What follows belongs to an exercise in optimizing a design on an open flow for small area and a short achievable clock period; a production flow would make more cautious choices. In this exercise RTL edits were held to simulation tests only and were not proved equivalent to the original.

job 6934:
==> flow/design.v (excerpt) <==
module DSP_modules
(
	input			clk,
	input			reset,
	output			done,
	input	[15:0]	in_a,
	input	[15:0]	in_b,
	output	[31:0]	out_a,
	output	[31:0]	out_b
);
For scale: roughly 1700 cells after synthesis, about 21000 um2 of cells after synthesis.
export LEC_CHECK = 0
export CAP_MARGIN = 20
export CORE_MARGIN = 2
export CORE_UTILIZATION = 40
export CTS_BUF_LIST = sky130_fd_sc_hd__clkbuf_8
export CTS_CLUSTER_DIAMETER = 60
export CTS_CLUSTER_SIZE = 20
export SLEW_MARGIN = 20
create_clock -name core_clock -period 120.0 [get_ports {clk}]
standard.sh (not shown) runs the stock make flow with config.mk's settings and CLKGATE_MAP_FILE= SYNTH_SCRIPT=/design/flow/synth_recipe.tcl, a recipe that flattens the netlist after the stock synthesis.
==> flow/flow/run.sh <==
#!/bin/bash
# Own layout flow: the standard flow (standard.sh, unchanged synthesis)
# with these changes:
#  1. Between synthesis and floorplan, flow/netopt.py (see its header)
#     - puts each full adder's carry input on the fast CIN pin (the three
#       adder inputs are interchangeable),
#     - drops buffers and double inverters that synthesis left around the
#       adder cells (repair_design re-buffers as it needs),
#     - uses a stronger drive of the same flip-flop cell for flip-flops that
#       drive 14 or more pins.
#     The logic and every register (name, cell type) stay as synthesized.
#  2. Every port gets its own sky130_fd_sc_hd__buf_1 port buffer.
#  3. Clock tree: clkbuf_8 buffers, no dummy load cells.
# Each tool's full output goes to its own log file in this folder.
set -euo pipefail
R=$PWD/orfs/results/sky130hd/DSP_modules/base
bash standard.sh synth > synth.log 2>&1
cp $R/1_2_yosys.v $R/1_2_yosys.std.v
python3 flow/netopt.py $R/1_2_yosys.std.v $R/1_2_yosys.v --band 10 --carry-weight 3 --upsize-ff 14 > netopt.log 2>&1
touch $R/1_2_yosys.v
bash standard.sh BUFFER_PORTS_ARGS="-buffer_cell sky130_fd_sc_hd__buf_1" \
  CTS_ARGS="-sink_clustering_enable -repair_clock_nets -dont_use_dummy_load -buf_list sky130_fd_sc_hd__clkbuf_8 -sink_clustering_size 20 -sink_clustering_max_diameter 60" \
  finish > layout.log 2>&1
Other scripts of this flow, unchanged in this note and not shown: flow/flow/netopt.py
Per the final summary, job 6934 finished and its layout is clean on timing, DRC and antenna.
Input changes introduced in job 7333 (baseline for comparison: job 6934):
diff --git a/flow/flow/run.sh b/flow/flow/run.sh
--- a/flow/flow/run.sh
+++ b/flow/flow/run.sh
@@ -18,6 +18,6 @@
 cp $R/1_2_yosys.v $R/1_2_yosys.std.v
-python3 flow/netopt.py $R/1_2_yosys.std.v $R/1_2_yosys.v --band 10 --carry-weight 3 --upsize-ff 14 > netopt.log 2>&1
+python3 flow/netopt.py $R/1_2_yosys.std.v $R/1_2_yosys.v --band 8 --carry-weight 3 --upsize-ff 14 > netopt.log 2>&1
 touch $R/1_2_yosys.v
 bash standard.sh BUFFER_PORTS_ARGS="-buffer_cell sky130_fd_sc_hd__buf_1" \
-  CTS_ARGS="-sink_clustering_enable -repair_clock_nets -dont_use_dummy_load -buf_list sky130_fd_sc_hd__clkbuf_8 -sink_clustering_size 20 -sink_clustering_max_diameter 60" \
+  CTS_ARGS="-sink_clustering_enable -repair_clock_nets -dont_use_dummy_load -buf_list {sky130_fd_sc_hd__clkbuf_8 sky130_fd_sc_hd__clkbuf_16} -sink_clustering_size 20 -sink_clustering_max_diameter 60" \
   finish > layout.log 2>&1
## What came out
- [compare] base=job 6934 new=job 7333: total standard cell area after synthesis higher; post-route fraction of the period consumed by the critical path lower.
Input changes introduced in job 7388 (baseline for comparison: job 7333):
Settings: a deleted CTS_BUF_LIST that had been sky130_fd_sc_hd__clkbuf_8; a deleted CTS_CLUSTER_DIAMETER that had been 60; a deleted CTS_CLUSTER_SIZE that had been 20; an added ABC_AREA of 1.
==> flow/flow/run.sh <==
#!/bin/bash
# Own layout flow: the standard flow (standard.sh, with its synthesis
# unchanged) plus these changes:
#  1. Between synthesis and floorplan, flow/netopt.py rewrites the synthesized
#     netlist without changing its logic or any register (name, cell type):
#     - full adders are self-dual, so it chooses each adder's polarity (and
#       swaps xor2/xnor2 to absorb inversions) to drop most of the inverters
#       that synthesis left between adder cells, keeping one polarity change
#       in the middle of every carry chain (a diagonal band of the adder
#       array, --band 8) so no carry ripples through a long run of slow
#       falling edges;
#     - drops the buffers synthesis put in (repair_design re-buffers);
#     - puts each adder's carry input on the fast CIN pin (the three inputs
#       are interchangeable);
#     - uses a stronger drive of the same flip-flop cell (dfxtp_2/_4) for
#       flip-flops that drive 14 or more pins.
#  2. Every port gets its own sky130_fd_sc_hd__buf_1 port buffer.
#  3. Clock tree: clkbuf_16 root, clkbuf_8 buffers, no dummy load cells.
# Each tool's full output goes to its own log file in this folder.
set -euo pipefail
R=$PWD/orfs/results/sky130hd/DSP_modules/base
bash standard.sh synth > synth.log 2>&1
cp $R/1_2_yosys.v $R/1_2_yosys.std.v
python3 flow/netopt.py $R/1_2_yosys.std.v $R/1_2_yosys.v --band 8 --carry-weight 3 --upsize-ff 14 > netopt.log 2>&1
touch $R/1_2_yosys.v
bash standard.sh BUFFER_PORTS_ARGS="-buffer_cell sky130_fd_sc_hd__buf_1" \
  CTS_ARGS="-sink_clustering_enable -repair_clock_nets -dont_use_dummy_load -root_buf sky130_fd_sc_hd__clkbuf_16 -buf_list sky130_fd_sc_hd__clkbuf_8 -sink_clustering_size 20 -sink_clustering_max_diameter 60" \
  finish > layout.log 2>&1
[summary]
Compared with job 7333, job 7388 shows first-pass iteration count of the detailed router lower by 2.
In the tables for job 7333 and job 7388, final area reads lower with job 7388.
Job 7388 vs job 7333: total detailed-routing wirelength up by a few percent
Worst hold slack, job 7333 and job 7388: smaller value in job 7333
In the tables for job 7333 and job 7388, area of the multi-input gates reads lower with job 7388.
Utilization job 7333 -> job 7388: down

========
Starting RTL as in the previous note.
==> flow/config.mk <==
export PLATFORM = sky130hd
export DESIGN_NAME = DSP_modules
export DESIGN_NICKNAME = DSP_modules
export VERILOG_FILES = /design/flow/design.v
export SDC_FILE = /design/flow/constraint.sdc
export NUM_CORES = 4
export LEC_CHECK = 0
export CAP_MARGIN = 20
export CORE_MARGIN = 2
export CORE_UTILIZATION = 40
export CTS_BUF_LIST = sky130_fd_sc_hd__clkbuf_8
export CTS_CLUSTER_DIAMETER = 60
export CTS_CLUSTER_SIZE = 20
export SLEW_MARGIN = 20
==> flow/constraint.sdc <==
create_clock -name core_clock -period 120.0 [get_ports {clk}]
set_input_delay 24.0000 -clock core_clock [delete_from_list [all_inputs] [get_ports {clk}]]
set_output_delay 24.0000 -clock core_clock [all_outputs]
set_load 0.01 [all_outputs]
==> flow/flow/run.sh <==
#!/bin/bash
# Own layout flow: the standard flow (standard.sh, unchanged synthesis)
# with these changes:
#  1. Between synthesis and floorplan, flow/netopt.py (see its header)
#     - puts each full adder's carry input on the fast CIN pin (the three
#       adder inputs are interchangeable),
#     - drops buffers and double inverters that synthesis left around the
#       adder cells (repair_design re-buffers as it needs),
#     - uses a stronger drive of the same flip-flop cell for flip-flops that
#       drive 14 or more pins.
#     The logic and every register (name, cell type) stay as synthesized.
#  2. Every port gets its own sky130_fd_sc_hd__buf_1 port buffer.
#  3. Clock tree: clkbuf_8 buffers, no dummy load cells.
# Each tool's full output goes to its own log file in this folder.
set -euo pipefail
R=$PWD/orfs/results/sky130hd/DSP_modules/base
bash standard.sh synth > synth.log 2>&1
cp $R/1_2_yosys.v $R/1_2_yosys.std.v
python3 flow/netopt.py $R/1_2_yosys.std.v $R/1_2_yosys.v --no-polarity --upsize-ff 14 > netopt.log 2>&1
touch $R/1_2_yosys.v
bash standard.sh BUFFER_PORTS_ARGS="-buffer_cell sky130_fd_sc_hd__buf_1" \
  CTS_ARGS="-sink_clustering_enable -repair_clock_nets -dont_use_dummy_load -buf_list sky130_fd_sc_hd__clkbuf_16 -sink_clustering_size 30 -sink_clustering_max_diameter 100" \
  finish > layout.log 2>&1
Other scripts of this flow, unchanged in this note and not shown: flow/flow/netopt.py
The starting point produced a clean layout.
Next try:
--- a/flow/flow/run.sh
+++ b/flow/flow/run.sh
@@ -22 +22 @@
-  CTS_ARGS="-sink_clustering_enable -repair_clock_nets -dont_use_dummy_load -buf_list sky130_fd_sc_hd__clkbuf_16 -sink_clustering_size 30 -sink_clustering_max_diameter 100" \
+  CTS_ARGS="-sink_clustering_enable -repair_clock_nets -dont_use_dummy_load -buf_list sky130_fd_sc_hd__clkbuf_8 -sink_clustering_size 20 -sink_clustering_max_diameter 60" \
Settings changed: CORE_UTILIZATION 40 to 60, CTS_BUF_LIST sky130_fd_sc_hd__clkbuf_8 to default, CTS_CLUSTER_DIAMETER 60 to default, CTS_CLUSTER_SIZE 20 to default, PLACE_DENSITY from default to 0.75.
Die area drops by 33%; maximum frequency drops by 0.51%; cell area drops by 1.9%; final cell count drops by 8.9%; synthesized area is unchanged; hold slack is worse by 0.035 ns; routed wire length drops by 5.1%; setup slack is worse by 0.13 ns; clock-buffer cell count climbs by 6.

========
Starting RTL as in the previous note.
export LEC_CHECK = 0
export CAP_MARGIN = 20
export CORE_MARGIN = 2
export CORE_UTILIZATION = 40
export CTS_BUF_LIST = sky130_fd_sc_hd__clkbuf_8
export CTS_CLUSTER_DIAMETER = 60
export CTS_CLUSTER_SIZE = 20
export SLEW_MARGIN = 20
create_clock -name core_clock -period 120.0 [get_ports {clk}]
==> flow/flow/run.sh <==
#!/bin/bash
# Own layout flow: the standard flow (standard.sh) with two changes.
#  1. Between synthesis and floorplan, flow/netopt.py puts each full adder's
#     carry input on the adder's fast CIN pin (the three adder inputs are
#     interchangeable, so the logic is unchanged).
#  2. Ports are buffered with sky130_fd_sc_hd__buf_1 instead of the cell
#     buffer_ports picks by default (every port still gets its own buffer).
# Each step's full output goes to its own log file here.
set -euo pipefail
R=$PWD/orfs/results/sky130hd/DSP_modules/base
bash standard.sh synth > synth.log 2>&1
cp $R/1_2_yosys.v $R/1_2_yosys.std.v
python3 flow/netopt.py $R/1_2_yosys.std.v $R/1_2_yosys.v --no-polarity > netopt.log 2>&1
touch $R/1_2_yosys.v
bash standard.sh BUFFER_PORTS_ARGS="-buffer_cell sky130_fd_sc_hd__buf_1" finish > layout.log 2>&1
Other scripts of this flow, unchanged in this note and not shown: flow/flow/netopt.py
The starting point ran to the end with no violations.
==> next run, changes <==
==> flow/flow/run.sh (replaced) <==
#!/bin/bash
# Own layout flow: the standard flow, with one netlist clean-up between
# synthesis and floorplan (flow/netopt.py: full-adder carry onto the CIN pin,
# a pure permutation of the adder's interchangeable inputs).
set -euo pipefail
R=$PWD/orfs/results/sky130hd/DSP_modules/base
bash standard.sh synth > synth.log 2>&1
cp $R/1_2_yosys.v $R/1_2_yosys.std.v
python3 flow/netopt.py $R/1_2_yosys.std.v $R/1_2_yosys.v --no-polarity > netopt.log 2>&1
touch $R/1_2_yosys.v
bash standard.sh > layout.log 2>&1
Worst setup slack is worse by 0.46 ns.
Die area does not change.

==> separate check: timing with driven ports <==
How much do the figures lean on ideal ports? The routed layouts below were timed once more, with nothing changed but the port constraints. Step 1 (the two cells are an assumption about what drives the block):
set clk [get_ports {clk}]
set_driving_cell -lib_cell sky130_fd_sc_hd__clkbuf_16 $clk
set_driving_cell -lib_cell sky130_fd_sc_hd__buf_2 [delete_from_list [all_inputs] $clk]
Step 2 moves the port delays by t, midway between the first and last clock arrival at a register: inputs arrive t later, outputs are due t later. That takes back most of the time a late clock gives input paths. Slacks: ideal / step 1 / step 2; pairs: ideal / step 1.
| run | shift t [ns] | slack for setup (ns) | hold slack, ns | clock arrival spread, ns |
|---|---|---|---|---|
| job 6934 | 0.603 | 94.281 / 94.281 / 94.281 | 0.296 / 0.296 / 0.296 | 0.096 / 0.097 |
| job 7333 | 0.591 | 94.856 / 94.804 / 95.395 | 0.294 / 0.294 / 0.294 | 0.064 / 0.063 |
| job 7388 | 0.575 | 94.924 / 94.870 / 95.444 | 0.305 / 0.305 / 0.305 | 0.065 / 0.065 |
| the first run of note 2 | 0.563 | 94.882 / 94.827 / 95.311 | 0.304 / 0.304 / 0.304 | 0.065 / 0.066 |
| the second run of note 2 | 0.601 | 94.753 / 94.708 / 95.258 | 0.269 / 0.269 / 0.269 | 0.089 / 0.089 |
| the first run of note 3 | 0.647 | 94.628 / 94.580 / 94.959 | 0.324 / 0.324 / 0.324 | 0.029 / 0.029 |
| the second run of note 3 | 0.645 | 94.163 / 94.114 / 94.759 | 0.329 / 0.329 / 0.329 | 0.045 / 0.045 |
After both steps setup and hold are still met in every run listed.
